This design comes from an exercise in tuning for small area, a short achievable clock period and few clock cycles per item on the open sky130 flow, not from production work. Function was not checked in any run shown here: the RTL went through the layout flow alone.

**design/flow/run.sh**
```bash
#!/bin/bash
# synth_recipe.tcl (not shown) runs the flow's synth.tcl, then flattens the netlist and writes it again
# the make line also repeats each setting of config.mk as NAME=value (left out here)
make -C /OpenROAD-flow-scripts/flow DESIGN_CONFIG=/design/flow/config.mk WORK_HOME=/design/flow/orfs CLKGATE_MAP_FILE= SYNTH_SCRIPT=/design/flow/synth_recipe.tcl finish
```
**design/flow/config.mk**
```make
export PLATFORM = sky130hd
export DESIGN_NAME = ysyx_23060136_EXU_DIV
export DESIGN_NICKNAME = ysyx_23060136_EXU_DIV
export VERILOG_FILES = /design/flow/design.v
export SDC_FILE = /design/flow/constraint.sdc
export NUM_CORES = 4
export LEC_CHECK = 0
export CAP_MARGIN = 20
export CORE_MARGIN = 2
export CORE_UTILIZATION = 40
export SETUP_SLACK_MARGIN = 2.0
export SLEW_MARGIN = 20
```
**design/flow/constraint.sdc**
```tcl
create_clock -name core_clock -period 6.5 [get_ports {clk}]
set_input_delay 1.3000 -clock core_clock [delete_from_list [all_inputs] [get_ports {clk}]]
set_output_delay 1.3000 -clock core_clock [all_outputs]
set_load 0.01 [all_outputs]
```
**design/flow/design.v**
```verilog
module ysyx_23060136_EXU_DIV(
        input                 clk           ,
        input                 rst           ,
        input         [63:0]  dividend      ,
        input         [63:0]  divisor       ,
        input                 div_valid     ,
        input                 divw          ,
        input                 div_signed    ,
        output                div_ready     ,
        output                div_out_valid ,
        output        [63:0]  quotient      ,
        output        [63:0]  remainder
 );
    localparam [1:0] S_IDLE  = 2'd0,
                     S_PREP  = 2'd1,
                     S_ITER  = 2'd2,
                     S_DONE  = 2'd3;
    wire        sa_in = div_signed & (divw ? dividend[31] : dividend[63]);
    wire        sb_in = div_signed & (divw ? divisor[31]  : divisor[63]);
    wire        qn_in = sa_in ^ sb_in;
    wire [64:0] a_ext = divw ? {{33{sa_in}}, dividend[31:0]} : {sa_in, dividend};
    wire [65:0] b_ext = divw ? {{34{sb_in}}, divisor[31:0]}  : {{2{sb_in}}, divisor};
    wire [6:0]  lza, lzb;
    ysyx_23060136_EXU_DIV_lzc u_lza (.x(a_ext[63:0] ^ {64{sa_in}}), .z(lza));
    ysyx_23060136_EXU_DIV_lzc u_lzb (.x(b_ext[63:0] ^ {64{sb_in}}), .z(lzb));
    wire [5:0]  lzbc  = lzb[5:0] | {6{lzb[6]}};
    wire        dz_in = lzb[6] & ~sb_in;                     
    wire        a_lt_b = ({1'b0, lzbc} + {6'b0, sa_in}) < lza;    
    wire [5:0]  dd    = lzbc - lza[5:0] + {5'b0, sa_in};
    wire [63:0] q_ones = divw ? (qn_in ? 64'hffffffff00000001 : 64'h00000000ffffffff)
                              : (qn_in ? 64'h0000000000000001 : 64'hffffffffffffffff);
    logic [1:0]  state;
    logic [64:0] R;          
    logic [65:0] D;          
    logic [63:0] Q;
    logic [5:0]  cnt;
    logic        sa, qneg;
    wire        sub  = ~qneg;                
    wire [65:0] x    = {R[64], R};
    wire [65:0] sum;
    ysyx_23060136_EXU_DIV_add u_add (.a(x), .b(D), .cin(sub), .s(sum));
    wire [65:0] cpre = {x[64:0] | D[64:0], sub};
    wire        zero = &(~(x ^ D ^ cpre));
    wire        acc  = sa ? (sum[65] | zero) : ~sum[65];
    wire [65:0] d_sh = (D << cnt) | ({66{sub}} & ~({66{1'b1}} << cnt));
    always_ff @(posedge clk) begin
        if (rst) begin
            state <= S_IDLE;
        end
        else begin
            case (state)
            S_IDLE: if (div_valid) begin
                R     <= a_ext;
                D     <= b_ext ^ {66{~qn_in}};
                Q     <= dz_in ? q_ones : 64'b0;
                cnt   <= dd;
                sa    <= sa_in;
                qneg  <= qn_in;
                state <= (dz_in | a_lt_b) ? S_DONE : S_PREP;
            end
            S_PREP: begin
                D <= d_sh;
                if (acc) begin
                    if (qneg) R <= sum[64:0];
                    Q     <= {64{qneg}};
                    state <= S_ITER;
                end
                else begin
                    state <= S_DONE;
                end
            end
            S_ITER: begin
                if (acc) R <= sum[64:0];
                Q   <= {Q[62:0], acc ^ qneg};
                D   <= {D[65], D[65:1]};
                cnt <= cnt - 6'd1;
                if (cnt == 6'd0) state <= S_DONE;
            end
            default: state <= S_IDLE;
            endcase
        end
    end
    assign div_ready     = (state == S_IDLE);
    assign div_out_valid = (state == S_DONE);
    assign quotient      = Q;
    assign remainder     = R[63:0];
endmodule
module ysyx_23060136_EXU_DIV_add(
        input         [65:0]  a,
        input         [65:0]  b,
        input                 cin,
        output        [65:0]  s
 );
    localparam N = 67;
    wire [N-1:0] g [0:7];
    wire [N-1:0] p [0:7];
    assign g[0] = {a & b, cin};
    assign p[0] = {a ^ b, 1'b0};
    genvar l, i;
    generate
        for (l = 0; l < 7; l = l + 1) begin : lv
            for (i = 0; i < N; i = i + 1) begin : bt
                if ((i >> l) & 1) begin : m
                    localparam integer J = ((i >> l) << l) - 1;
                    assign g[l+1][i] = g[l][i] | (p[l][i] & g[l][J]);
                    assign p[l+1][i] = p[l][i] & p[l][J];
                end
                else begin : t
                    assign g[l+1][i] = g[l][i];
                    assign p[l+1][i] = p[l][i];
                end
            end
        end
    endgenerate
    assign s = p[0][66:1] ^ g[7][65:0];
endmodule
module ysyx_23060136_EXU_DIV_lzc(
        input         [63:0]  x,
        output        [6:0]   z
 );
    wire [31:0]     v1;
    wire [31:0]     c1;
    wire [15:0]     v2;
    wire [15:0][1:0] c2;
    wire [7:0]      v3;
    wire [7:0][2:0] c3;
    wire [3:0]      v4;
    wire [3:0][3:0] c4;
    wire [1:0]      v5;
    wire [1:0][4:0] c5;
    genvar i;
    generate
        for (i = 0; i < 32; i = i + 1) begin : g1
            assign v1[i] = x[2*i+1] | x[2*i];
            assign c1[i] = ~x[2*i+1];
        end
        for (i = 0; i < 16; i = i + 1) begin : g2
            assign v2[i] = v1[2*i+1] | v1[2*i];
            assign c2[i] = v1[2*i+1] ? {1'b0, c1[2*i+1]} : {1'b1, c1[2*i]};
        end
        for (i = 0; i < 8; i = i + 1) begin : g3
            assign v3[i] = v2[2*i+1] | v2[2*i];
            assign c3[i] = v2[2*i+1] ? {1'b0, c2[2*i+1]} : {1'b1, c2[2*i]};
        end
        for (i = 0; i < 4; i = i + 1) begin : g4
            assign v4[i] = v3[2*i+1] | v3[2*i];
            assign c4[i] = v3[2*i+1] ? {1'b0, c3[2*i+1]} : {1'b1, c3[2*i]};
        end
        for (i = 0; i < 2; i = i + 1) begin : g5
            assign v5[i] = v4[2*i+1] | v4[2*i];
            assign c5[i] = v4[2*i+1] ? {1'b0, c4[2*i+1]} : {1'b1, c4[2*i]};
        end
    endgenerate
    assign z = (v5[1] | v5[0]) ? (v5[1] ? {2'b00, c5[1]} : {2'b01, c5[0]}) : 7'd64;
endmodule
```
==> results.sh, run 1 <==
export IMPL_status="finished clean"
export IMPL_synth_distinct_cells=92
export IMPL_drv_cap=0
export IMPL_worstPathArrival_ps=5040
export IMPL_placed_cell_area_um2=26220
export IMPL_first_pass_iters=8
export IMPL_grt_pass1_vias=22410
export IMPL_detailroute_wirelength_met2_um=45600
export IMPL_drt_iter0_markers=3236
export IMPL_hold_slack_ps=539.1
export IMPL_cts_buffers=28
export IMPL_synth_area_um2=23110
export IMPL_rows=88
export IMPL_pin_count=263
export IMPL_skew_ps=24.48
export IMPL_fp_dieW_um=244.4
export IMPL_seqCellArea_um2=6136
export IMPL_synthArstFlopShare_pct=0
export IMPL_die_y_um=244.4
export IMPL_h_tree_depth=1
export IMPL_place_congestion=0.9984
export IMPL_cts_hold_buf=0
export IMPL_fin_crit_sh_pct=72.79
export IMPL_grt_ovfl_total=0
export IMPL_path_class="input pin to flip-flop"
export IMPL_ys_ff_latch=205
export IMPL_final_cell_mix="nand2_1, o21ai_0, edfxtp_1"
export IMPL_dp_worst_setup_slack_ps=272.6
export IMPL_crit_path_end_kind="flip-flop"
export IMPL_area_delta_synth_final_pct=27.46
export IMPL_coreArea_um2=57370
export IMPL_top_layer_used="met5"
export IMPL_drt_met1_wl_um=42570
export IMPL_synth_flop_cell="edfxtp_1"
export IMPL_slowest_delay_ps=400
export IMPL_layout_setup_ws_ps=1769
export IMPL_syn_num_nets=3068
export IMPL_fin_setup_tns_ps=0
export IMPL_grt_pass1_wl_um=151600
export IMPL_synthCells=2770
export IMPL_synth_area_leaders="edfxtp_1, ha_1, nand2_1"
export IMPL_drtAntennaViolNets=0
export IMPL_slew_violations=0
export IMPL_synth_edf_count=203
export IMPL_drive_above_1_share_pct=19.33
export IMPL_maxSlewHeadroom_pct=31.95
export IMPL_fin_area_um2=29460
export IMPL_fin_nets=3302
export IMPL_min_path_type="flip-flop to flip-flop"
export IMPL_dp_hpwl_um=78720
export IMPL_worstSetupStartpointType="input pin"
export IMPL_root_buffer="clkbuf_16"
export IMPL_tritoncts="built"
export IMPL_portBuffers=262
export IMPL_required_ps=6810
export IMPL_start_util_pct=40.29
export IMPL_reg2reg_slack_ps=2090
export IMPL_tightest_slew_ps=1008
export IMPL_crit_fanout=7
export IMPL_wl_met3_um=11530
export IMPL_avgSynthCellArea_um2=8.343
export IMPL_via_per_inst=6.365
export IMPL_path_clk_slew_ps=60
export IMPL_synth_largest_area_cell="edfxtp_1"
export IMPL_setup_viol=0
export IMPL_antenna_found_initial=1
export IMPL_cts_sinks=205
export IMPL_grtUsageTotal_pct=34.05
export IMPL_grt_max_degree=101
export IMPL_crit_family="compound AO/OA/AOI/OAI gates"
export IMPL_yosysSeqAreaShare_pct=26.55
export IMPL_synth_top_area_share_pct=26.38
export IMPL_nFillCells=5397
export IMPL_finalHoldViolations=0
export IMPL_path_buf_inv=4
export IMPL_worstPathCellList="buf_12 > mux2_4 > nand2_8 > buf_12 > mux2i_4 > o21ai_2 > buf_4 > o311ai_4 > nand2b_4 > a31oi_4 > nor2_1 > ha_2 > inv_2 > ha_4 > a21o_1 > a21oi_2 > o21bai_1 > a21oi_2 > xnor2_2 > xnor2_1 > xnor2_1 > o21ai_1"
export IMPL_fmax_mhz=211.4
export IMPL_yosysWarnings=2
export IMPL_multiInputGateArea_um2=16560
export IMPL_die_area_um2=59720
export IMPL_final_common_cell="nand2_1"
export IMPL_cts_path_max_buffers=3
export IMPL_rsz0062_at_grt="yes"
export IMPL_finalCriticalPeriod_ps=4731
export IMPL_post_drt_wl_per_cell_um=28.10
export IMPL_slowest_stage="mux2_4"
export IMPL_wl_um=106400
export IMPL_insertion_delay_ps=590
export IMPL_drc=0
export IMPL_vias=24110
==> flip-flops by register name (all words and copies together), names as in the netlist <==
signal  cells
R          65
state       2
qneg        1
Q          64
sa          1
D          66
cnt         6
==> cell type report <==
type | count | area share (%)
Clock inverter | 16 | 0.4587
Inverter | 190 | 2.459
Sequential cell | 205 | 20.83
Clock buffer | 31 | 2.489
Timing Repair Buffer | 447 | 14.29
Antenna cell | 1 | 0.008495
Multi-Input combinational cell | 2132 | 56.22
Tap cell | 765 | 3.249
==> metal layers <==
metal,up-vias,GRT usage (%)
li1,10550,-
met1,11710,45.41
met2,1548,51.92
met3,296,7.353
met4,2,17.04
met5,-,0.8170
==> cell usage after synthesis (47+ instances only) <==
library cell,number
a21oi_1,175
xnor2_1,98
buf_4,65
edfxtp_1,203
nor3_1,47
o21ai_0,216
xor2_1,65
mux2i_1,62
mux4_2,53
ha_1,157
a21o_1,91
inv_1,187
clkbuf_1,126
nor2_1,182
nand2_1,342
==> cell families (layout without fill, tap and decap cells) <==
kind of cell	Yosys count	count (layout)	synth area share, %
flip-flops	205	205	26.55
multiplexers	146	146	9.377
AND/OR/NAND/NOR	808	808	16.10
XOR/XNOR	164	164	6.248
adder cells (fa/ha/maj)	165	165	9.193
other	0	1	0
AO/OA/AOI/OAI	849	849	24.04
buffers and inverters	433	684	8.489
==> path summary, 6_finish.rpt <==
path                                         end  cells after the start            start
worst max-delay path            cnt[5]$_DFFE_PP_                     22             divw
worst max register to register   R[47]$_DFFE_PP_                     15  D[39]$_DFFE_PP_
worst min-delay path             Q[52]$_DFFE_PP_                      1  Q[51]$_DFFE_PP_
worst min register to register   Q[52]$_DFFE_PP_                      1  Q[51]$_DFFE_PP_
==> what timing repair did <==
item,CTS,global route
pin swaps,53,81
gates resized for setup,239,180
hold endpoints to repair,0,0
endpoints found under the setup margin,199,70
gates cloned,3,0
setup buffers,57,58
==> stage by stage <==
step	instances	utilization, %
3_5_place_dp	3620	45.71
6_report	3787	51.35
3_3_place_gp	3620	45.71
5_1_grt	3787	51.35
4_1_cts	3727	49.09
2_1_floorplan	2770	-
==> run 2, diff against run 1 <==
--- a/design/flow/config.mk
+++ b/design/flow/config.mk
@@ -8,5 +8,4 @@
 export CAP_MARGIN = 20
 export CORE_MARGIN = 2
 export CORE_UTILIZATION = 40
-export SETUP_SLACK_MARGIN = 2.0
 export SLEW_MARGIN = 20
==> run 2 against run 1 <==
  * Setup slack lost 1200 ps
  * Via count shrank 3.4%
  * Routed wire length shrank 7.0%
  * Utilization shrank 4.2 points
  * Synthesized cell count is the same
  * Die area is the same
  * Sequential share of layout area grew 1.9 points
  * Cell area shrank 8.2%
  * Largest cell class unchanged
==> results.sh, run 2 <==
export IMPL_finish_utilization_pct=47.16
export IMPL_first_pass_iters=6
export IMPL_finalHoldViolations=0
export IMPL_syn_num_nets=3068
export IMPL_place_inst=3640
export IMPL_crit_path_end_kind="flip-flop"
export IMPL_path_clk_slew_ps=60
export IMPL_final_cell_count_no_fill=3690
export IMPL_drive_above_1_share_pct=9.402
export IMPL_min_path_type="flip-flop to flip-flop"
export IMPL_rsz0062_at_grt="no"
export IMPL_vias=23280
export IMPL_drv_cap=0
export IMPL_drtAntennaViolNets=0
export IMPL_insertion_delay_ps=600
export IMPL_yosysWarnings=2
export IMPL_reg_top3="D (66), R (65), Q (64)"
export IMPL_slowest_delay_ps=710
export IMPL_maxSlewHeadroom_pct=23.21
export IMPL_root_buffer="clkbuf_16"
export IMPL_path_class="input pin to flip-flop"
export IMPL_synthCells=2770
export IMPL_antenna_cells=0
export IMPL_synth_top_area_share_pct=26.38
export IMPL_required_ps=6790
export IMPL_h_tree_depth=1
export IMPL_avgSynthCellArea_um2=8.343
export IMPL_synth_flop_cell="edfxtp_1"
export IMPL_regMostFlops="D"
export IMPL_finalCriticalPeriod_ps=5893
export IMPL_fin_setup_tns_ps=0
export IMPL_cts_path_max_buffers=3
export IMPL_portBuffers=262
export IMPL_slowest_stage="a21boi_0"
export IMPL_fin_crit_sh_pct=90.66
export IMPL_grt_pass1_vias=22030
export IMPL_slew_violations=0
export IMPL_post_drt_wl_per_cell_um=26.83
export IMPL_netlist_top_cells_count="nand2_1, o21ai_0, edfxtp_1"
export IMPL_synth_area_um2=23110
export IMPL_place_congestion=1.010
export IMPL_multiInputGateArea_um2=15050
export IMPL_area_delta_synth_final_pct=17.05
export IMPL_drc=0
export IMPL_wl_um=99020
export IMPL_pin_count=263
export IMPL_largest_reg_flops=66
export IMPL_grt_ovfl_total=0
export IMPL_grt_pass1_wl_um=145600
export IMPL_die_area_um2=59720
export IMPL_ctsResizeCount=0
export IMPL_final_common_cell="nand2_1"
export IMPL_crit_fanout=12
export IMPL_rows=88
export IMPL_die_y_um=244.4
export IMPL_skew_ps=45.28
export IMPL_synth_area_leaders="edfxtp_1, ha_1, nand2_1"
export IMPL_fin_nets=3202
export IMPL_final_cell_mix="nand2_1, clkdlybuf4s50_1, o21ai_0"
export IMPL_yosysMostFrequentCell="nand2_1"
export IMPL_ys_ff_latch=205
export IMPL_coreArea_um2=57370
export IMPL_seqCellArea_um2=6136
export IMPL_cts_buffers=27
export IMPL_synth_largest_area_cell="edfxtp_1"
export IMPL_synth_edf_count=203
export IMPL_grtUsageTotal_pct=32.30
export IMPL_worstSetupStartpointType="input pin"
export IMPL_synth_distinct_cells=92
export IMPL_dp_hpwl_um=76620
export IMPL_tritoncts="built"
export IMPL_post_cts_buffers=0
export IMPL_fp_dieW_um=244.4
export IMPL_start_util_pct=40.29
export IMPL_worstPathCellList="clkdlybuf4s50_1 > mux2_2 > nand2_1 > inv_2 > buf_4 > o41ai_1 > o32a_1 > o21ai_1 > a21boi_0 > o31ai_1 > o21ai_1 > ha_1 > ha_1 > a21o_1 > a21oi_1 > o21bai_1 > a21oi_1 > xnor2_1 > xnor2_1 > xnor2_1 > o21ai_1"
export IMPL_grt_max_degree=104
export IMPL_hold_slack_ps=545.8
export IMPL_antenna_found_initial=0
export IMPL_worstPathArrival_ps=6180
export IMPL_cts_sinks=205
export IMPL_setup_viol=0
export IMPL_fmax_mhz=169.7
export IMPL_synthArstFlopShare_pct=0
export IMPL_nFillCells=5627
export IMPL_yosysSeqAreaShare_pct=26.55
export IMPL_status="finished clean"
export IMPL_cts_hold_buf=0
export IMPL_via_per_inst=6.309
export IMPL_tightest_slew_ps=1137
export IMPL_drt_iter0_markers=3127
run 2: cell count changes in the layout (fill, tap and decap cells not counted), moves of 14 or more:
| cell | change |
|---|---|
| a21oi_1 | +15 |
| a21oi_2 | -14 |
| buf_4 | -78 |
| clkdlybuf4s50_1 | +84 |
| dlygate4sd2_1 | -37 |
| dlymetal6s2s_1 | -22 |
| ha_1 | +46 |
| ha_4 | -35 |
| xor2_1 | +27 |
| xor2_2 | -18 |
run 2: per-layer routing:
layer / track usage (%) / vias up / share of wire (%)
met3: 6.694 / 230 / 11
met5: 0 / - / 0
met2: 49.51 / 1418 / 43
met4: 12.11 / 0 / 4.3
met1: 44.67 / 11250 / 41
li1: - / 10390 / -
run 2: logic make-up after synthesis:
logic type | count (synthesis) | synth area share [%]
multiplexers | 146 | 9.377
AO/OA/AOI/OAI | 849 | 24.04
XOR/XNOR | 164 | 6.248
flip-flops | 205 | 26.55
AND/OR/NAND/NOR | 808 | 16.10
adder cells (fa/ha/maj) | 165 | 9.193
buffers and inverters | 433 | 8.489
run 2: worst paths after layout:
check | start | end | slack (ps) | cells past startpoint
worst max-delay path | dividend[63] | cnt[5]$_DFFE_PP_ | 610 | 21
worst min register to register | Q[28]$_DFFE_PP_ | Q[29]$_DFFE_PP_ | 550 | 1
worst max register to register | D[37]$_DFFE_PP_ | R[28]$_DFFE_PP_ | 890 | 13
worst min-delay path | Q[28]$_DFFE_PP_ | Q[29]$_DFFE_PP_ | 550 | 1
run 2: stage by stage:
| step | setup WS, ps | area, um2 |
|---|---|---|
| finish | 607.0 | 27050 |
| global route | 443.6 | 27050 |
| CTS | 790.6 | 27050 |
| detailed placement | 223.5 | 26160 |
| global placement | 290.3 | 26160 |
| floorplan | 344.2 | 23110 |
run 2: layout make-up:
| class | instances | area share [%] |
|---|---|---|
| Multi-Input combinational cell | 2132 | 55.65 |
| Sequential cell | 205 | 22.68 |
| Timing Repair Buffer | 348 | 12.20 |
| Tap cell | 765 | 3.538 |
| Inverter | 190 | 2.636 |
| Clock buffer | 30 | 2.539 |
| Clock inverter | 20 | 0.7585 |
run 2: worst max-delay path: cells and delay by family:
family                     cells  cell delay, ps
AOI/OAI and AO/OA             11            2430
xor gates and xnor gates       3             470
adders and majority gates      2             620
buffers and inverters          3             710
muxes                          1             290
and+or+nand+nor                1             370
==> run 3, diff against run 2 <==
--- a/design/flow/design.v
+++ b/design/flow/design.v
@@ -11,10 +11,12 @@
         output        [63:0]  quotient      ,
         output        [63:0]  remainder
  );
-    localparam [1:0] S_IDLE  = 2'd0,
-                     S_PREP  = 2'd1,
-                     S_ITER  = 2'd2,
-                     S_DONE  = 2'd3;
+    localparam [2:0] S_IDLE  = 3'd0,
+                     S_PREP  = 3'd1,
+                     S_ITER  = 3'd2,
+                     S_CORR  = 3'd3,
+                     S_REST  = 3'd4,
+                     S_DONE  = 3'd5;
     wire        sa_in = div_signed & (divw ? dividend[31] : dividend[63]);
     wire        sb_in = div_signed & (divw ? divisor[31]  : divisor[63]);
     wire        qn_in = sa_in ^ sb_in;
@@ -26,59 +28,76 @@
     wire [5:0]  lzbc  = lzb[5:0] | {6{lzb[6]}};
     wire        dz_in = lzb[6] & ~sb_in;                     
     wire        a_lt_b = ({1'b0, lzbc} + {6'b0, sa_in}) < lza;    
-    wire [5:0]  dd    = lzbc - lza[5:0] + {5'b0, sa_in};
     wire [63:0] q_ones = divw ? (qn_in ? 64'hffffffff00000001 : 64'h00000000ffffffff)
                               : (qn_in ? 64'h0000000000000001 : 64'hffffffffffffffff);
-    logic [1:0]  state;
-    logic [64:0] R;          
+    logic [2:0]  state;
+    logic [65:0] R;          
     logic [65:0] D;          
     logic [63:0] Q;
     logic [5:0]  cnt;
+    logic [5:0]  lza_r, lzb_r;
     logic        sa, qneg;
+    logic        ind;        
     wire        sub  = ~qneg;                
-    wire [65:0] x    = {R[64], R};
+    wire [65:0] y    = D ^ {66{~ind}};
+    wire        cin  = sub ^ ~ind;
     wire [65:0] sum;
-    ysyx_23060136_EXU_DIV_add u_add (.a(x), .b(D), .cin(sub), .s(sum));
-    wire [65:0] cpre = {x[64:0] | D[64:0], sub};
-    wire        zero = &(~(x ^ D ^ cpre));
+    ysyx_23060136_EXU_DIV_add u_add (.a(R), .b(y), .cin(cin), .s(sum));
+    wire [65:0] cpre = {R[64:0] | y[64:0], cin};
+    wire        zero = &(~(R ^ y ^ cpre));
     wire        acc  = sa ? (sum[65] | zero) : ~sum[65];
-    wire [65:0] d_sh = (D << cnt) | ({66{sub}} & ~({66{1'b1}} << cnt));
+    wire [5:0]  dd   = lzb_r - lza_r + {5'b0, sa};
+    wire [65:0] d_sh = (D << dd) | ({66{sub}} & ~({66{1'b1}} << dd));
+    wire        last = (cnt == 6'd0);
     always_ff @(posedge clk) begin
         if (rst) begin
             state <= S_IDLE;
         end
         else begin
             case (state)
-            S_IDLE: if (div_valid) begin
-                R     <= a_ext;
-                D     <= b_ext ^ {66{~qn_in}};
-                Q     <= dz_in ? q_ones : 64'b0;
-                cnt   <= dd;
-                sa    <= sa_in;
-                qneg  <= qn_in;
-                state <= (dz_in | a_lt_b) ? S_DONE : S_PREP;
-            end
-            S_PREP: begin
-                D <= d_sh;
-                if (acc) begin
-                    if (qneg) R <= sum[64:0];
-                    Q     <= {64{qneg}};
-                    state <= S_ITER;
-                end
-                else begin
-                    state <= S_DONE;
-                end
-            end
-            S_ITER: begin
-                if (acc) R <= sum[64:0];
-                Q   <= {Q[62:0], acc ^ qneg};
-                D   <= {D[65], D[65:1]};
-                cnt <= cnt - 6'd1;
-                if (cnt == 6'd0) state <= S_DONE;
-            end
+            S_IDLE:  if (div_valid) state <= (dz_in | a_lt_b) ? S_DONE : S_PREP;
+            S_PREP:  state <= acc ? S_ITER : (qneg ? S_REST : S_DONE);
+            S_ITER:  if (last) state <= acc ? S_DONE : S_CORR;
+            S_CORR:  state <= S_DONE;
+            S_REST:  state <= S_DONE;
             default: state <= S_IDLE;
             endcase
         end
+    end
+    always_ff @(posedge clk) begin
+        case (state)
+        S_IDLE: begin
+            R    <= {a_ext[64], a_ext};
+            D    <= b_ext ^ {66{~qn_in}};
+            Q    <= dz_in ? q_ones : 64'b0;
+            lza_r <= lza[5:0];
+            lzb_r <= lzbc;
+            sa   <= sa_in;
+            qneg <= qn_in;
+            ind  <= 1'b1;
+        end
+        S_PREP: begin
+            R <= qneg ? sum : {a_ext[64], a_ext};
+            D   <= d_sh;
+            cnt <= dd;
+            Q   <= {64{qneg}};
+        end
+        S_ITER: begin
+            R   <= sum;
+            ind <= acc;
+            Q   <= {Q[62:0], acc ^ qneg};
+            cnt <= cnt - 6'd1;
+            if (!last) D <= {D[65], D[65:1]};
+        end
+        S_CORR: begin
+            R <= sum;
+        end
+        S_REST: begin
+            R <= {a_ext[64], a_ext};
+            Q <= 64'b0;
+        end
+        default: ;
+        endcase
     end
     assign div_ready     = (state == S_IDLE);
     assign div_out_valid = (state == S_DONE);
--- a/design/flow/config.mk
+++ b/design/flow/config.mk
@@ -8,4 +8,5 @@
 export CAP_MARGIN = 20
 export CORE_MARGIN = 2
 export CORE_UTILIZATION = 40
+export SETUP_SLACK_MARGIN = 2.0
 export SLEW_MARGIN = 20
==> run 3 against run 2 <==
  * Critical path depth decreased by 1
  * First-iteration DRC count is 5.3% lower
  * Die area increased by 4.2%
  * Clock skew decreased by 18 ps
  * Utilization increased by 2.6 points
  * Final cell count rose by 5.1%
  * Sequential share of layout area is 0.40 points lower
  * Area after synthesis rose by 4.3%
==> results.sh, run 3 <==
export IMPL_synthArstFlopShare_pct=0
export IMPL_grt_pass1_vias=22950
export IMPL_cts_buffers=30
export IMPL_root_buffer="clkbuf_16"
export IMPL_synth_distinct_cells=84
export IMPL_setup_viol=0
export IMPL_synth_flop_cell="edfxtp_1"
export IMPL_required_ps=6990
export IMPL_place_congestion=1.018
export IMPL_slew_violations=0
export IMPL_min_path_type="flip-flop to flip-flop"
export IMPL_fin_setup_tns_ps=0
export IMPL_synth_largest_area_cell="edfxtp_1"
export IMPL_worstPathArrival_ps=5090
export IMPL_slowest_delay_ps=430
export IMPL_r2r_start="sa$_DFFE_PP_"
export IMPL_yosysMostFrequentCell="nand2_1"
export IMPL_fin_nets=3373
export IMPL_final_cell_mix="nand2_1, o21ai_0, edfxtp_1"
export IMPL_die_y_um=249.5
export IMPL_antenna_found_initial=5
export IMPL_crit_path_end_kind="flip-flop"
export IMPL_fmax_mhz=217.4
export IMPL_grt_ovfl_total=0
export IMPL_synth_top_area_share_pct=27.03
export IMPL_tritoncts="built"
export IMPL_wl_um=104000
export IMPL_rsz0062_at_grt="yes"
export IMPL_hp_start="Q[8]$_DFFE_PP_"
export IMPL_post_drt_wl_per_cell_um=26.80
export IMPL_synth_area_um2=24110
export IMPL_yosysWarnings=2
export IMPL_avgSynthCellArea_um2=8.197
export IMPL_maxSlewHeadroom_pct=20.56
export IMPL_status="finished clean"
export IMPL_start_util_pct=40.62
export IMPL_r2r_cells=13
export IMPL_drv_cap=0
export IMPL_netlist_top_cells_count="nand2_1, o21ai_0, edfxtp_1"
export IMPL_slowest_stage="or3_4"
export IMPL_first_pass_iters=9
export IMPL_fin_crit_sh_pct=70.77
export IMPL_worstSetupStartpointType="input pin"
export IMPL_final_common_cell="nand2_1"
export IMPL_grt_pass1_wl_um=150400
export IMPL_dp_hpwl_um=79690
export IMPL_h_tree_depth=1
export IMPL_drc=0
export IMPL_synthCells=2941
export IMPL_pin_count=263
export IMPL_cts_sinks=220
export IMPL_reg_top3="D (66), R (66), Q (64)"
export IMPL_via_per_inst=6.213
export IMPL_yosysSeqAreaShare_pct=27.28
export IMPL_tightest_slew_ps=1179
export IMPL_syn_num_nets=3234
export IMPL_drive_above_1_share_pct=12.96
export IMPL_cts_path_max_buffers=3
export IMPL_reg2reg_slack_ps=2030
export IMPL_cts_hold_buf=0
export IMPL_worstPathCellList="buf_16 > mux2_4 > buf_6 > a211oi_4 > o22ai_2 > or3_4 > o2111a_2 > buf_4 > o31ai_4 > o211a_1 > ha_4 > nand3_2 > xnor2_1 > ha_1 > a21oi_1 > nor2b_1 > o21ai_1 > a31o_2 > o311a_1 > a211o_1"
export IMPL_drtAntennaViolNets=0
export IMPL_fp_dieW_um=249.5
export IMPL_hold_slack_ps=548.7
export IMPL_grt_max_degree=80
export IMPL_finalHoldViolations=0
export IMPL_portBuffers=262
export IMPL_timing_rr_end="D[54]$_DFFE_PP_"
export IMPL_area_delta_synth_final_pct=22.41
export IMPL_nFillCells=5702
export IMPL_die_area_um2=62250
export IMPL_finish_utilization_pct=49.72
export IMPL_coreArea_um2=59350
export IMPL_vias=24100
export IMPL_synth_edf_count=217
export IMPL_hold_path_cell_count=1
export IMPL_skew_ps=27.25
export IMPL_synth_area_leaders="edfxtp_1, ha_1, o21ai_0"
export IMPL_crit_fanout=8
export IMPL_grtUsageTotal_pct=31.77
export IMPL_drt_iter0_markers=2962
export IMPL_path_clk_slew_ps=60
export IMPL_ys_ff_latch=220
export IMPL_rows=89
export IMPL_path_class="input pin to flip-flop"
export IMPL_insertion_delay_ps=620
export IMPL_finalCriticalPeriod_ps=4600
export IMPL_holdPathEnd="Q[9]$_DFFE_PP_"
==> run 3: cell count changes after synthesis, sizes merged, moves of 20 or more <==
cell	delta
nor3	+20
o211ai	+44
a22oi	+32
o221ai	-30
a211oi	+30
xnor2	+46
xor2	+36
nand2	-62
mux2i	+28
o21ai	+35
a221o	+31
nand3	+24
mux4	-36
==> run 3: per-layer routing <==
layer	vias to the layer above	part of all wire, %	global-route usage (%)
met5	-	0	0
met4	0	3.9	10.52
met3	231	9.8	6.174
met1	11600	41	42.33
li1	10950	-	-
met2	1327	45	51.60
==> run 3: cell families after synthesis <==
kind of cell | share of synthesized area, %
flip-flops | 27.28
XOR/XNOR | 8.938
AO/OA/AOI/OAI | 24.86
multiplexers | 6.555
buffers and inverters | 8.496
AND/OR/NAND/NOR | 15.32
adder cells (fa/ha/maj) | 8.553
==> run 3: metrics by stage <==
step	cells	worst slack [ps]	area, um2
floorplan	2941	1717	24150
global placement	3770	457.0	27040
detailed placement	3770	384.2	27040
CTS	3842	1956	28520
global route	3877	1805	29500
finish	3879	1900	29510
==> run 3: worst max-delay path, delay by kind of cell <==
| kind | cells | cell delay (ps) |
|---|---|---|
| xor+xnor | 1 | 140 |
| simple gates | 3 | 660 |
| mux | 1 | 350 |
| fa+ha+maj | 2 | 470 |
| compound gates | 10 | 1760 |
| buf+inv | 3 | 410 |
==> run 3: repair_timing <==
action | in CTS | in global routing
pin swaps | 30 | 36
endpoints found under the setup margin | 126 | 35
cloned | 0 | 3
resized for setup | 160 | 132
buffers inserted | 17 | 31
==> run 3: area by class of cell <==
class                   instances  area, um2  share of cell area (%)
repair buffers                368       3576                   12.12
well taps                     773      967.2                   3.278
inverters                     198      747.0                   2.531
clock buffers                  36      773.2                   2.620
diodes                          3      7.507                 0.02544
multi-input cells            2262      16660                   56.46
flip-flops and latches        220       6576                   22.29
clock inverters                19      200.2                  0.6784
==> run 3: worst max path at each step <==
stage	cells after the start	from	slack [ps]	to
after floorplan	20	divisor[27]	1720	state[2]$_SDFFE_PP0P_
after global placement	18	divisor[63]	460	state[2]$_SDFFE_PP0P_
after detailed placement	20	divisor[63]	380	state[2]$_SDFFE_PP0P_
after CTS	18	divisor[24]	1960	state[2]$_SDFFE_PP0P_
after global routing	18	divisor[26]	1800	state[2]$_SDFFE_PP0P_
final	20	divw	1900	state[2]$_SDFFE_PP0P_
==> run 4, diff against run 3 <==
--- a/design/flow/config.mk
+++ b/design/flow/config.mk
@@ -8,5 +8,5 @@
 export CAP_MARGIN = 20
 export CORE_MARGIN = 2
 export CORE_UTILIZATION = 40
-export SETUP_SLACK_MARGIN = 2.0
+export SETUP_SLACK_MARGIN = 2.8
 export SLEW_MARGIN = 20
==> run 4 against run 3 <==
  * Area after synthesis is the same
  * Final cell count increased by 4.1%
  * Clock skew fell by 10 ps
  * Utilization up 8.4 points
  * Routed wire length up 5.5%
  * Still clean on timing, DRC and antenna
  * Cell area is 17% higher
  * Non-clock buffer count increased by 163
  * Largest cell class unchanged
==> results.sh, run 4 <==
export IMPL_final_cell_mix="nand2_1, edfxtp_1, clkdlybuf4s50_1"
export IMPL_start_util_pct=40.62
export IMPL_crit_path_end_kind="flip-flop"
export IMPL_syn_num_nets=3234
export IMPL_placed_cell_area_um2=27080
export IMPL_die_y_um=249.5
export IMPL_grt_max_degree=79
export IMPL_hold_path_cell_count=1
export IMPL_yosysSeqAreaShare_pct=27.28
export IMPL_synth_distinct_cells=84
export IMPL_worstSetupStartpointType="input pin"
export IMPL_slowest_delay_ps=450
export IMPL_yosysMostFrequentCell="nand2_1"
export IMPL_dp_worst_setup_slack_ps=360.9
export IMPL_path_class="input pin to flip-flop"
export IMPL_root_buffer="clkbuf_16"
export IMPL_fmax_mhz=222.1
export IMPL_synth_largest_area_cell="edfxtp_1"
export IMPL_rows=89
export IMPL_synth_edf_count=217
export IMPL_reg_top3="D (66), R (66), Q (64)"
export IMPL_path_depth=17
export IMPL_wl_um=109700
export IMPL_area_delta_synth_final_pct=43.04
export IMPL_synth_area_um2=24110
export IMPL_netlist_top_cells_count="nand2_1, o21ai_0, edfxtp_1"
export IMPL_via_per_inst=6.301
export IMPL_grt_pass1_wl_um=158000
export IMPL_place_congestion=1.007
export IMPL_grtUsageTotal_pct=33.12
export IMPL_finalCriticalPeriod_ps=4502
export IMPL_yosysWarnings=2
export IMPL_drc=0
export IMPL_skew_ps=16.97
export IMPL_synthCells=2941
export IMPL_post_drt_wl_per_cell_um=27.18
export IMPL_ys_ff_latch=220
export IMPL_crit_fanout=6
export IMPL_min_path_type="flip-flop to flip-flop"
export IMPL_pin_count=263
export IMPL_synth_top_area_share_pct=27.03
export IMPL_drtAntennaViolNets=0
export IMPL_cts_sinks=220
export IMPL_r2r_cells=19
export IMPL_rsz0062_at_grt="yes"
export IMPL_path_clk_slew_ps=60
export IMPL_grt_ovfl_total=0
export IMPL_worstPathArrival_ps=5030
export IMPL_finalHoldViolations=0
export IMPL_grt_pass1_vias=24380
export IMPL_setup_viol=0
export IMPL_antenna_found_initial=5
export IMPL_fp_dieW_um=249.5
export IMPL_avgSynthCellArea_um2=8.197
export IMPL_drv_cap=0
export IMPL_first_pass_iters=6
export IMPL_fin_area_um2=34480
export IMPL_slowest_stage="a2111oi_2"
export IMPL_synth_area_leaders="edfxtp_1, ha_1, o21ai_0"
export IMPL_nFillCells=5163
export IMPL_dp_hpwl_um=78160
export IMPL_cpMostUsedCell="o31ai_1"
export IMPL_path_buf_inv=3
export IMPL_required_ps=7030
export IMPL_vias=25440
export IMPL_fin_crit_sh_pct=69.26
export IMPL_slew_violations=0
export IMPL_cts_buffers=29
export IMPL_crit_family="compound AO/OA/AOI/OAI gates"
export IMPL_cts_path_max_buffers=3
export IMPL_drive_above_1_share_pct=29.88
export IMPL_cts_hold_buf=0
export IMPL_portBuffers=262
export IMPL_die_area_um2=62250
export IMPL_finish_utilization_pct=58.10
export IMPL_insertion_delay_ps=600
export IMPL_tightest_slew_ps=1016
export IMPL_tritoncts="built"
export IMPL_fin_setup_tns_ps=0
export IMPL_synthArstFlopShare_pct=0
export IMPL_h_tree_depth=1
export IMPL_synth_flop_cell="edfxtp_1"
export IMPL_status="finished clean"
export IMPL_coreArea_um2=59350
export IMPL_drt_iter0_markers=3055
export IMPL_layout_setup_ws_ps=1998
export IMPL_fin_nets=3537
export IMPL_maxSlewHeadroom_pct=32.08
export IMPL_final_common_cell="nand2_1"
export IMPL_worstPathCellList="buf_12 > mux2_4 > buf_6 > a2111o_1 > a32oi_1 > o31ai_1 > a2111oi_2 > o31ai_1 > o211a_2 > ha_4 > buf_4 > xor2_1 > ha_1 > or3_1 > a211oi_2 > o311a_1 > a211o_1"
## run 4: cell counts after synthesis
Identical to the previous run, type by type.
## run 4: logic make-up (layout without fill, tap and decap cells)
| group | Yosys count | count (layout) | share of synthesized area [%] |
|---|---|---|---|
| simple gates | 796 | 796 | 15.32 |
| other cells | 0 | 1 | 0 |
| xor+xnor | 246 | 247 | 8.938 |
| compound gates | 926 | 928 | 24.86 |
| mux | 133 | 133 | 6.555 |
| fa+ha+maj | 160 | 160 | 8.553 |
| buf+inv | 460 | 779 | 8.496 |
| flops | 220 | 220 | 27.28 |
## run 4: worst paths after layout
check                                  startpoint                     to  slack [ps]
worst max-delay path                         divw  state[2]$_SDFFE_PP0P_        2000
worst min-delay path              Q[44]$_DFFE_PP_        Q[45]$_DFFE_PP_         550
worst max register to register  ind$_SDFFCE_PN1P_         Q[0]$_DFFE_PP_        2290
worst min register to register    Q[44]$_DFFE_PP_        Q[45]$_DFFE_PP_         550
## run 4: timing repair
action | 4_1_cts | 5_1_grt
resized for setup | 737 | 409
buffers inserted | 135 | 72
setup endpoints to repair | 203 | 184
cloned | 11 | 2
pin swaps | 179 | 234
## run 4: final cells by class
class                   instances  area, um2  share of cell area, %
flip-flops and latches        220       6576                  19.07
repair buffers                531       5458                  15.83
inverters                     198      764.5                  2.217
well taps                     773      967.2                  2.805
clock buffers                  36      752.0                  2.181
clock inverters                14      105.1                 0.3048
diodes                          1      2.502               0.007257
multi-input cells            2264      19860                  57.59
## run 4: metrics by stage
step | hold slack, ps | cells
after floorplan | 564.8 | 2941
after global placement | 530.0 | 3766
after detailed placement | 533.4 | 3766
after CTS | 553.2 | 3962
after global routing | 565.7 | 4037
final | 549.1 | 4037
## run 4: per-layer routing
| metal | track usage (%) | routed length (um) | up-vias | part of all wire (%) |
|---|---|---|---|---|
| li1 | - | - | 11290 | - |
| met3 | 6.685 | 10620 | 274 | 9.7 |
| met1 | 44.22 | 44390 | 12400 | 40 |
| met5 | 0 | 60 | - | 0.055 |
| met2 | 52.49 | 49550 | 1472 | 45 |
| met4 | 13.29 | 5088 | 8 | 4.6 |
==> run 5, diff against run 4 <==
--- a/design/flow/design.v
+++ b/design/flow/design.v
@@ -38,16 +38,16 @@
     logic [5:0]  lza_r, lzb_r;
     logic        sa, qneg;
     logic        ind;        
-    wire        sub  = ~qneg;                
-    wire [65:0] y    = D ^ {66{~ind}};
-    wire        cin  = sub ^ ~ind;
+    wire        sub  = ind ^ qneg;
+    wire [65:0] y    = D ^ {66{sub}};
+    wire        cin  = sub;
     wire [65:0] sum;
     ysyx_23060136_EXU_DIV_add u_add (.a(R), .b(y), .cin(cin), .s(sum));
     wire [65:0] cpre = {R[64:0] | y[64:0], cin};
     wire        zero = &(~(R ^ y ^ cpre));
     wire        acc  = sa ? (sum[65] | zero) : ~sum[65];
     wire [5:0]  dd   = lzb_r - lza_r + {5'b0, sa};
-    wire [65:0] d_sh = (D << dd) | ({66{sub}} & ~({66{1'b1}} << dd));
+    wire [65:0] d_sh = D << dd;
     wire        last = (cnt == 6'd0);
     always_ff @(posedge clk) begin
         if (rst) begin
@@ -68,7 +68,7 @@
         case (state)
         S_IDLE: begin
             R    <= {a_ext[64], a_ext};
-            D    <= b_ext ^ {66{~qn_in}};
+            D    <= b_ext;
             Q    <= dz_in ? q_ones : 64'b0;
             lza_r <= lza[5:0];
             lzb_r <= lzbc;
--- a/design/flow/config.mk
+++ b/design/flow/config.mk
@@ -8,5 +8,5 @@
 export CAP_MARGIN = 20
 export CORE_MARGIN = 2
 export CORE_UTILIZATION = 40
-export SETUP_SLACK_MARGIN = 2.8
+export SETUP_SLACK_MARGIN = 2.0
 export SLEW_MARGIN = 20
==> run 5 against run 4 <==
  * Setup slack lost 470 ps
  * Area after synthesis decreased by 6.1%
  * Register-to-register slack lost 200 ps
  * Still clean on timing, DRC and antenna
  * Global-route usage shrank 3.9 points
==> results.sh, run 5 <==
export IMPL_status="finished clean"
export IMPL_cp_startpoint="divw"
export IMPL_antenna_cells=0
export IMPL_r2r_cells=16
export IMPL_grt_ovfl_total=0
export IMPL_via_per_inst=5.949
export IMPL_fin_setup_tns_ps=0
export IMPL_finalCriticalPeriod_ps=4971
export IMPL_grt_pass1_vias=20880
export IMPL_synth_flop_cell="edfxtp_1"
export IMPL_antenna_found_initial=0
export IMPL_tritoncts="built"
export IMPL_timing_rr_end="state[2]$_SDFFE_PP0P_"
export IMPL_pin_count=263
export IMPL_setup_viol=0
export IMPL_fin_nets=3185
export IMPL_worstPathArrival_ps=5490
export IMPL_vias=21860
export IMPL_grt_max_degree=84
export IMPL_synth_area_leaders="edfxtp_1, ha_1, xor2_1"
export IMPL_h_tree_depth=1
export IMPL_netlist_top_cells_count="nand2_1, o21ai_0, edfxtp_1"
export IMPL_place_congestion=0.9674
export IMPL_synth_area_um2=22630
export IMPL_skew_ps=53.30
export IMPL_die_y_um=241.9
export IMPL_synthArstFlopShare_pct=0
export IMPL_drive_above_1_share_pct=13.02
export IMPL_cts_buffers=30
export IMPL_finalHoldViolations=0
export IMPL_drc=0
export IMPL_grtUsageMet1_pct=39.30
export IMPL_fp_dieW_um=241.9
export IMPL_first_pass_iters=5
export IMPL_crit_fanout=4
export IMPL_slew_violations=0
export IMPL_fmax_mhz=201.2
export IMPL_cts_sinks=220
export IMPL_ys_ff_latch=220
export IMPL_top_usage_layer="met2"
export IMPL_drtAntennaViolNets=0
export IMPL_avgSynthCellArea_um2=8.324
export IMPL_worstSetupStartpointType="input pin"
export IMPL_synth_distinct_cells=85
export IMPL_yosysMostFrequentCell="nand2_1"
export IMPL_syn_num_nets=3010
export IMPL_rsz0062_at_grt="yes"
export IMPL_crit_path_end_kind="flip-flop"
export IMPL_cts_hold_buf=0
export IMPL_wl_um=89820
export IMPL_synthCells=2719
export IMPL_area_delta_synth_final_pct=25.22
export IMPL_yosysSeqAreaShare_pct=29.05
export IMPL_critPathCapture="state[2]$_SDFFE_PP0P_"
export IMPL_root_buffer="clkbuf_16"
export IMPL_yosysWarnings=2
export IMPL_hold_slack_ps=539.4
export IMPL_grt_use_met2_pct=47.98
export IMPL_rows=87
export IMPL_min_path_type="flip-flop to flip-flop"
export IMPL_start_util_pct=40.30
export IMPL_maxSlewHeadroom_pct=31.57
export IMPL_drv_cap=0
export IMPL_coreArea_um2=56170
export IMPL_path_clk_slew_ps=60
export IMPL_path_class="input pin to flip-flop"
export IMPL_post_drt_wl_per_cell_um=24.45
export IMPL_tightest_slew_ps=1026
export IMPL_insertion_delay_ps=630
export IMPL_required_ps=7020
export IMPL_r2r_start="qneg$_DFFE_PP_"
export IMPL_grtUsageTotal_pct=29.24
export IMPL_reg2reg_slack_ps=2090
export IMPL_final_common_cell="nand2_1"
export IMPL_synth_edf_count=217
export IMPL_cts_path_max_buffers=3
export IMPL_die_area_um2=58500
export IMPL_dp_hpwl_um=67280
export IMPL_fin_crit_sh_pct=76.48
export IMPL_grt_pass1_wl_um=132500
export IMPL_synth_top_area_share_pct=28.79
export IMPL_synth_largest_area_cell="edfxtp_1"
export IMPL_final_cell_mix="nand2_1, clkdlybuf4s50_1, o21ai_0"
export IMPL_grt_util_met3_pct=3.951
export IMPL_reg_top3="D (66), R (66), Q (64)"
export IMPL_portBuffers=262
export IMPL_hold_path_cell_count=1
export IMPL_finish_utilization_pct=50.46
export IMPL_drt_iter0_markers=2316
-- run 5: worst min-delay path by stage --
stage,start,endpoint,slack (ps)
after floorplan,cnt[0]$_DFFE_PN_,cnt[0]$_DFFE_PN_,590
after CTS,Q[30]$_DFFE_PP_,Q[31]$_DFFE_PP_,540
after detailed placement,Q[30]$_DFFE_PP_,Q[31]$_DFFE_PP_,540
after global placement,Q[39]$_DFFE_PP_,Q[40]$_DFFE_PP_,530
final,Q[30]$_DFFE_PP_,Q[31]$_DFFE_PP_,540
after global routing,Q[34]$_DFFE_PP_,Q[35]$_DFFE_PP_,560
-- run 5: layer usage --
| layer | wire [um] | share of wire, % |
|---|---|---|
| met2 | 41870 | 47 |
| met3 | 6396 | 7.1 |
| met5 | 0 | 0 |
| met4 | 3967 | 4.4 |
| met1 | 37590 | 42 |
-- run 5: kinds of logic (layout without fill, tap and decap cells) --
kind of cell / count (synthesis) / after routing / share of synthesized area [%]
AOI/OAI and AO/OA: 803 / 803 / 22.90
and+or+nand+nor: 780 / 780 / 15.79
buffers and inverters: 426 / 624 / 8.308
DFF: 220 / 220 / 29.05
xor gates and xnor gates: 199 / 200 / 7.700
adders and majority gates: 158 / 158 / 8.966
muxes: 133 / 133 / 7.280
-- run 5: worst max-delay path: stages --
cell,delay [ps]
buf_16,110
mux2_4,310
and2_4,160
or3_4,330
o31a_1,360
nor4_4,200
buf_4,180
a21boi_4,50
o21a_1,150
a32oi_4,350
ha_4,220
ha_4,150
nand3_4,70
xnor2_2,150
ha_1,350
nand3_1,100
nor2_1,140
o21ai_0,110
nand3b_1,110
a2111o_1,160
a21oi_2,40
or3_1,380
-- run 5: through the flow --
step,cells,setup WS [ps],area (um2)
6_report,3674,1529,28340
5_1_grt,3674,1453,28340
4_1_cts,3658,1691,27630
3_5_place_dp,3568,165.0,25670
3_3_place_gp,3568,264.5,25670
2_1_floorplan,2719,1183,22680
-- run 5: area by class of cell --
type / count / area [um2]
clock buffers: 35 / 769.5
inverters: 199 / 747.0
fillers: 5458 / 27830
flip-flops and latches: 220 / 6576
clock inverters: 21 / 260.3
multi-input cells: 2074 / 15410
well taps: 756 / 945.9
repair buffers: 369 / 3635
-- run 5: timing repair --
action	CTS	global route
gates resized for setup	162	99
endpoints found under the setup margin	45	40
pin swaps	33	30
buffers inserted	30	13
gates cloned	4	3
==> run 6, diff against run 5 <==
--- a/design/flow/config.mk
+++ b/design/flow/config.mk
@@ -5,6 +5,7 @@
 export SDC_FILE = /design/flow/constraint.sdc
 export NUM_CORES = 4
 export LEC_CHECK = 0
+export ABC_AREA = 1
 export CAP_MARGIN = 20
 export CORE_MARGIN = 2
 export CORE_UTILIZATION = 40
==> run 6 against run 5 <==
  * Area after synthesis up 3.6%
  * Setup slack improved by 420 ps
  * Critical path type unchanged
  * Critical endpoint unchanged
==> results.sh, run 6 <==
export IMPL_status="finished clean"
export IMPL_drc=0
export IMPL_start_util_pct=40.57
export IMPL_root_buffer="clkbuf_16"
export IMPL_final_cell_mix="nand2_1, inv_1, o21ai_0"
export IMPL_dp_hpwl_um=69720
export IMPL_via_per_inst=5.506
export IMPL_synth_distinct_cells=61
export IMPL_fp_dieW_um=246.1
export IMPL_h_tree_depth=1
export IMPL_finalCriticalPeriod_ps=4554
export IMPL_worstSetupStartpointType="input pin"
export IMPL_post_drt_wl_per_cell_um=21.24
export IMPL_antenna_cells=0
export IMPL_place_congestion=0.9695
export IMPL_ys_ff_latch=220
export IMPL_insertion_delay_ps=620
export IMPL_tightest_slew_ps=1076
export IMPL_maxSlewHeadroom_pct=28.26
export IMPL_worstPathArrival_ps=5110
export IMPL_pin_count=263
export IMPL_cp_startpoint="divisor[31]"
export IMPL_slew_violations=0
export IMPL_synth_area_um2=23450
export IMPL_cts_sinks=220
export IMPL_required_ps=7060
export IMPL_avgSynthCellArea_um2=6.904
export IMPL_drive_above_1_share_pct=11.98
export IMPL_r2r_start="sa$_DFFE_PP_"
export IMPL_die_area_um2=60580
export IMPL_fin_crit_sh_pct=70.06
export IMPL_final_common_cell="nand2_1"
export IMPL_vias=24060
export IMPL_finalHoldViolations=0
export IMPL_grtUsageTotal_pct=29.50
export IMPL_path_clk_slew_ps=60
export IMPL_yosysSeqAreaShare_pct=28.04
export IMPL_synthArstFlopShare_pct=0
export IMPL_fmax_mhz=219.6
export IMPL_coreArea_um2=57810
export IMPL_slowest_stage="ha_1"
export IMPL_grt_pass1_wl_um=136300
export IMPL_synthCells=3397
export IMPL_rows=88
export IMPL_tritoncts="built"
export IMPL_first_pass_iters=5
export IMPL_cpMostUsedCell="nand2_1"
export IMPL_drv_cap=0
export IMPL_syn_num_nets=3688
export IMPL_yosysWarnings=2
export IMPL_netlist_top_cells_count="nand2_1, inv_1, o21ai_0"
export IMPL_path_class="input pin to flip-flop"
export IMPL_yosysMostFrequentCell="nand2_1"
export IMPL_hp_start="Q[62]$_DFFE_PP_"
export IMPL_portBuffers=262
export IMPL_synth_area_leaders="edfxtp_1, nand2_1, ha_1"
export IMPL_die_y_um=246.1
export IMPL_cts_path_max_buffers=3
export IMPL_fin_nets=3873
export IMPL_synth_top_area_share_pct=27.78
export IMPL_wl_um=92810
export IMPL_area_delta_synth_final_pct=23.51
export IMPL_reg_top3="D (66), R (66), Q (64)"
export IMPL_cts_hold_buf=0
export IMPL_grt_ovfl_total=0
export IMPL_grt_pass1_vias=22110
export IMPL_slowest_delay_ps=330
export IMPL_setup_viol=0
export IMPL_synth_largest_area_cell="edfxtp_1"
export IMPL_nFillCells=5784
export IMPL_min_path_type="flip-flop to flip-flop"
export IMPL_drtAntennaViolNets=0
export IMPL_skew_ps=36.53
export IMPL_crit_fanout=6
export IMPL_rsz0062_at_grt="yes"
export IMPL_synth_flop_cell="edfxtp_1"
export IMPL_fin_setup_tns_ps=0
export IMPL_cts_buffers=30
export IMPL_antenna_found_initial=2
export IMPL_drt_iter0_markers=2660
export IMPL_crit_path_end_kind="flip-flop"
export IMPL_synth_edf_count=217
export IMPL_grt_max_degree=83
## run 6: changes by cell type in the layout (fill, tap and decap cells not counted), sizes merged, moves of 27 or more
cell	before	now
a21oi	151	95
nand3	53	179
nor3	50	23
a211oi	36	6
nand2	310	926
mux2i	90	39
o22ai	14	42
dlygate4sd2	29	2
inv	199	482
clkdlybuf4s50	222	257
a21o	80	5
nor2	191	245
xnor2	56	19
o21ai	240	370
## run 6: worst max-delay path: cells and delay by family
kind | cells | cell delay, ps
and+or+nand+nor | 17 | 1550
adders and majority gates | 3 | 660
AOI/OAI and AO/OA | 5 | 690
buffers and inverters | 6 | 750
xor gates and xnor gates | 1 | 150
## run 6: layout make-up
cell class	count	area, um2	area share (%)
clock inverters	16	178.9	0.6177
well taps	765	957.2	3.304
repair buffers	379	3780	13.05
inverters	484	1851	6.388
repair inverters	3	27.53	0.09503
flip-flops and latches	220	6576	22.70
clock buffers	39	804.5	2.777
multi-input cells	2464	14790	51.06
## run 6: worst paths after layout
kind                           end  slack, ps  cells past startpoint
max          state[2]$_SDFFE_PP0P_       1950                     32
min                Q[63]$_DFFE_PP_        560                      2
max reg2reg        D[49]$_DFFE_PP_       2110                     15
min reg2reg        Q[63]$_DFFE_PP_        560                      2
## run 6: layer usage
layer / up-vias / share of wire (%) / global-route usage [%]
li1: 11490 / - / -
met1: 11240 / 42 / 41.00
met2: 1105 / 45 / 46.70
met3: 224 / 8.3 / 3.519
met4: 2 / 4.4 / 11.27
met5: - / 0.016 / 0
## run 6: logic make-up (layout without fill, tap and decap cells)
group,Yosys count,in the layout,synth area share (%)
xor gates and xnor gates,143,143,5.340
adders and majority gates,158,158,8.653
DFF,220,220,28.04
buffers and inverters,715,921,12.91
muxes,39,39,1.665
and+or+nand+nor,1448,1450,26.30
AOI/OAI and AO/OA,674,674,17.10
## run 6: repair_timing
item,CTS,global route
setup buffers,38,31
pin swaps,33,50
gates resized for setup,93,143
setup endpoints to repair,24,30
cloned,6,2
## run 6: metrics by stage
stage	utilization, %	instance area [um2]	worst slack, ps	std cells	hold WS, ps
after floorplan	-	23480	1833	3397	549.0
after global placement	45.51	26310	383.6	4238	549.6
after detailed placement	45.51	26310	428.2	4238	551.1
after CTS	48.52	28050	1950	4337	566.2
after global routing	50.11	28970	1699	4370	588.1
final	50.11	28970	1946	4370	564.6
==> run 7, diff against run 6 <==
--- a/design/flow/design.v
+++ b/design/flow/design.v
@@ -37,8 +37,8 @@
     logic [5:0]  cnt;
     logic [5:0]  lza_r, lzb_r;
     logic        sa, qneg;
-    logic        ind;        
-    wire        sub  = ind ^ qneg;
+    logic        sub;        
+    logic        early;      
     wire [65:0] y    = D ^ {66{sub}};
     wire        cin  = sub;
     wire [65:0] sum;
@@ -46,6 +46,7 @@
     wire [65:0] cpre = {R[64:0] | y[64:0], cin};
     wire        zero = &(~(R ^ y ^ cpre));
     wire        acc  = sa ? (sum[65] | zero) : ~sum[65];
+    wire        sub_n = acc ^ qneg;
     wire [5:0]  dd   = lzb_r - lza_r + {5'b0, sa};
     wire [65:0] d_sh = D << dd;
     wire        last = (cnt == 6'd0);
@@ -55,8 +56,8 @@
         end
         else begin
             case (state)
-            S_IDLE:  if (div_valid) state <= (dz_in | a_lt_b) ? S_DONE : S_PREP;
-            S_PREP:  state <= acc ? S_ITER : (qneg ? S_REST : S_DONE);
+            S_IDLE:  if (div_valid) state <= S_PREP;
+            S_PREP:  state <= early ? S_IDLE : (acc ? S_ITER : (qneg ? S_REST : S_DONE));
             S_ITER:  if (last) state <= acc ? S_DONE : S_CORR;
             S_CORR:  state <= S_DONE;
             S_REST:  state <= S_DONE;
@@ -74,7 +75,8 @@
             lzb_r <= lzbc;
             sa   <= sa_in;
             qneg <= qn_in;
-            ind  <= 1'b1;
+            sub  <= ~qn_in;
+            early <= dz_in | a_lt_b;
         end
         S_PREP: begin
             R <= qneg ? sum : {a_ext[64], a_ext};
@@ -84,8 +86,8 @@
         end
         S_ITER: begin
             R   <= sum;
-            ind <= acc;
-            Q   <= {Q[62:0], acc ^ qneg};
+            sub <= sub_n;
+            Q   <= {Q[62:0], sub_n};
             cnt <= cnt - 6'd1;
             if (!last) D <= {D[65], D[65:1]};
         end
@@ -100,7 +102,7 @@
         endcase
     end
     assign div_ready     = (state == S_IDLE);
-    assign div_out_valid = (state == S_DONE);
+    assign div_out_valid = (state == S_DONE) | ((state == S_PREP) & early);
     assign quotient      = Q;
     assign remainder     = R[63:0];
 endmodule
--- a/design/flow/config.mk
+++ b/design/flow/config.mk
@@ -5,7 +5,6 @@
 export SDC_FILE = /design/flow/constraint.sdc
 export NUM_CORES = 4
 export LEC_CHECK = 0
-export ABC_AREA = 1
 export CAP_MARGIN = 20
 export CORE_MARGIN = 2
 export CORE_UTILIZATION = 40
==> run 7 against run 6 <==
  * Still clean
  * Area after synthesis decreased by 1.2%
  * Largest cell class unchanged
==> results.sh, run 7 <==
export IMPL_status="finished clean"
export IMPL_drt_iter0_markers=2092
export IMPL_fin_crit_sh_pct=71.65
export IMPL_cts_buffers=31
export IMPL_drc=0
export IMPL_fp_dieW_um=244.7
export IMPL_finalCriticalPeriod_ps=4657
export IMPL_start_util_pct=40.31
export IMPL_ys_ff_latch=221
export IMPL_synth_compound_area_share_pct=22.39
export IMPL_place_congestion=0.9716
export IMPL_tightest_slew_ps=1079
export IMPL_yosysSeqAreaShare_pct=28.52
export IMPL_h_tree_depth=1
export IMPL_grt_max_degree=89
export IMPL_vias=22740
export IMPL_fmax_mhz=214.7
export IMPL_setup_viol=0
export IMPL_first_pass_iters=6
export IMPL_layout_setup_ws_ps=1843
export IMPL_final_cell_mix="nand2_1, edfxtp_1, clkdlybuf4s50_1"
export IMPL_grt_pass1_vias=22030
export IMPL_final_cell_count_no_fill=3724
export IMPL_synth_adder_area_share_pct=8.814
export IMPL_antenna_found_initial=1
export IMPL_rows=88
export IMPL_synthArstFlopShare_pct=0
export IMPL_fin_nets=3226
export IMPL_crit_path_end_kind="flip-flop"
export IMPL_insertion_delay_ps=630
export IMPL_synth_top_family_by_area="compound AO/OA/AOI/OAI gates"
export IMPL_synthSimpleGateAreaFrac_pct=17.02
export IMPL_syn_num_nets=3039
export IMPL_place_inst=3606
export IMPL_cts_sinks=221
export IMPL_synth_top_area_share_pct=28.26
export IMPL_grtUsageTotal_pct=30.96
export IMPL_path_clk_slew_ps=60
export IMPL_pin_count=263
export IMPL_die_area_um2=59860
export IMPL_skew_ps=15.38
export IMPL_rsz0062_at_grt="yes"
export IMPL_root_buffer="clkbuf_16"
export IMPL_synth_largest_area_cell="edfxtp_1"
export IMPL_cts_path_max_buffers=3
export IMPL_slew_violations=0
export IMPL_synth_flop_cell="edfxtp_1"
export IMPL_netlist_top_cells_count="nand2_1, edfxtp_1, inv_1"
export IMPL_avgSynthCellArea_um2=8.434
export IMPL_area_delta_synth_final_pct=27.36
export IMPL_yosysMostFrequentCell="nand2_1"
export IMPL_synthCells=2747
export IMPL_post_drt_wl_per_cell_um=25.73
export IMPL_yosysWarnings=2
export IMPL_min_path_type="flip-flop to flip-flop"
export IMPL_coreArea_um2=57480
export IMPL_synthMuxAreaShare_pct=7.928
export IMPL_antenna_cells=0
export IMPL_wl_um=95830
export IMPL_final_common_cell="nand2_1"
export IMPL_dp_hpwl_um=71360
export IMPL_finalHoldViolations=0
export IMPL_synth_distinct_cells=92
export IMPL_maxSlewHeadroom_pct=27.90
export IMPL_worstPathArrival_ps=5110
export IMPL_nFillCells=5396
export IMPL_tritoncts="built"
export IMPL_reg_top3="D (66), R (66), Q (64)"
export IMPL_synth_area_um2=23170
export IMPL_crit_fanout=5
export IMPL_drtAntennaViolNets=0
export IMPL_grt_ovfl_total=0
export IMPL_worstSetupStartpointType="input pin"
export IMPL_required_ps=6950
export IMPL_synth_xor_area_share_pct=6.994
export IMPL_path_class="input pin to flip-flop"
export IMPL_portBuffers=262
export IMPL_via_per_inst=6.106
export IMPL_synth_edf_count=218
export IMPL_dp_worst_setup_slack_ps=242.4
export IMPL_die_y_um=244.7
export IMPL_drive_above_1_share_pct=14.97
export IMPL_synth_area_leaders="edfxtp_1, ha_1, mux2i_1"
export IMPL_fin_setup_tns_ps=0
export IMPL_grt_pass1_wl_um=140900
export IMPL_drv_cap=0
-- run 7: cell count changes in the layout (fill, tap and decap cells not counted), moves of 34 or more --
cell	delta
mux2i_1	+71
inv_1	-255
clkdlybuf4s50_1	-44
a21oi_1	+85
a21o_1	+81
a211oi_1	+34
nand3_1	-80
xnor2_1	+62
nand2_1	-614
o21ai_0	-155
xor2_1	-60
nand3_2	-36
-- run 7: cell families (layout without fill, tap and decap cells) --
kind of cell	after synthesis	after routing
and+or+nand+nor	821	821
AOI/OAI and AO/OA	783	783
buffers and inverters	427	637
DFF	221	221
xor gates and xnor gates	185	187
adders and majority gates	159	159
muxes	151	151
-- run 7: worst max-delay path, cell delays in order --
cell           delay, ps
dlygate4sd2_1        280
or4_4                500
o22ai_2              140
a21oi_2              100
nand2b_4             190
nor4_4               260
buf_4                180
o31ai_4               80
buf_4                150
o41a_1               550
ha_4                 240
nand3_4               70
xnor2_2               60
ha_1                 300
buf_4                140
a21o_1               160
a21oi_2              130
nor2b_1               60
o31ai_1              210
-- run 7: through the flow --
step	cell area (um2)	utilization (%)	hold WS (ps)
finish	29510	51.34	549.2
global route	29510	51.34	572.1
CTS	28900	50.28	554.4
detailed placement	26200	45.59	530.4
global placement	26190	45.57	524.1
floorplan	23240	-	562.0
-- run 7: final cells by class --
cell class | instances | area [um2] | share of cell area, %
clock inverters | 22 | 229.0 | 0.7760
well taps | 765 | 957.2 | 3.244
inverters | 206 | 773.2 | 2.621
clock buffers | 36 | 794.5 | 2.693
flip-flops and latches | 221 | 6606 | 22.39
multi-input cells | 2101 | 16450 | 55.74
repair buffers | 373 | 3699 | 12.53
-- run 7: worst paths after layout --
kind / from / to / slack [ps] / depth (start not counted)
worst max register to register: sub$_DFFE_PP_ / Q[0]$_DFFE_PP_ / 2100 / 19
worst min register to register: Q[29]$_DFFE_PP_ / Q[30]$_DFFE_PP_ / 550 / 1
worst max-delay path: divisor[49] / early$_DFFE_PP_ / 1840 / 19
worst min-delay path: Q[29]$_DFFE_PP_ / Q[30]$_DFFE_PP_ / 550 / 1
-- run 7: per-layer routing --
layer / wire [um] / track usage [%]
met4: 4750 / 12.95
met3: 6846 / 4.253
met5: 13 / 0
met1: 39240 / 40.73
met2: 44980 / 51.03
-- run 7: what timing repair did --
action	in CTS	in global routing
resized for setup	235	95
pin swaps	37	33
setup buffers	30	21
hold buffers	0	0
gates cloned	8	1
setup endpoints to repair	104	46

-- what the ideal ports hide --
The flow's constraints put no driver on any port. The routed layouts listed below were extracted and timed again, unchanged, in two steps. Step 1 (the two cells are an assumption about what drives the block):
set clk [get_ports {clk}]
set_driving_cell -lib_cell sky130_fd_sc_hd__clkbuf_16 $clk
set_driving_cell -lib_cell sky130_fd_sc_hd__buf_2 [delete_from_list [all_inputs] $clk]
Step 2 adds t to the input delays and takes it off the output delays; t is the mean of the earliest and latest rising clock arrival at the registers after step 1. Input paths then give back, and output paths get back, about the clock's delay inside the block. a / b / c = no drivers / after step 1 / after step 2; a / b = the first two.
run	t, ns	setup WS [ns]	hold WS [ns]
run 1	0.647	1.769 / 1.785 / 1.138	0.539 / 0.539 / 0.539
run 2	0.639	0.607 / 0.648 / 0.009	0.546 / 0.546 / 0.546
run 3	0.669	1.900 / 1.796 / 1.128	0.549 / 0.549 / 0.549
run 4	0.647	1.998 / 1.999 / 1.351	0.549 / 0.549 / 0.549
run 5	0.665	1.529 / 1.428 / 0.763	0.539 / 0.539 / 0.539
run 6	0.667	1.946 / 1.867 / 1.200	0.565 / 0.565 / 0.565
run 7	0.677	1.843 / 1.884 / 1.206	0.549 / 0.549 / 0.549
After both steps every run listed still meets setup and hold. The setup slack of run 3, which loses most, moves by -0.104 ns with the drivers and by -0.772 ns with both steps.
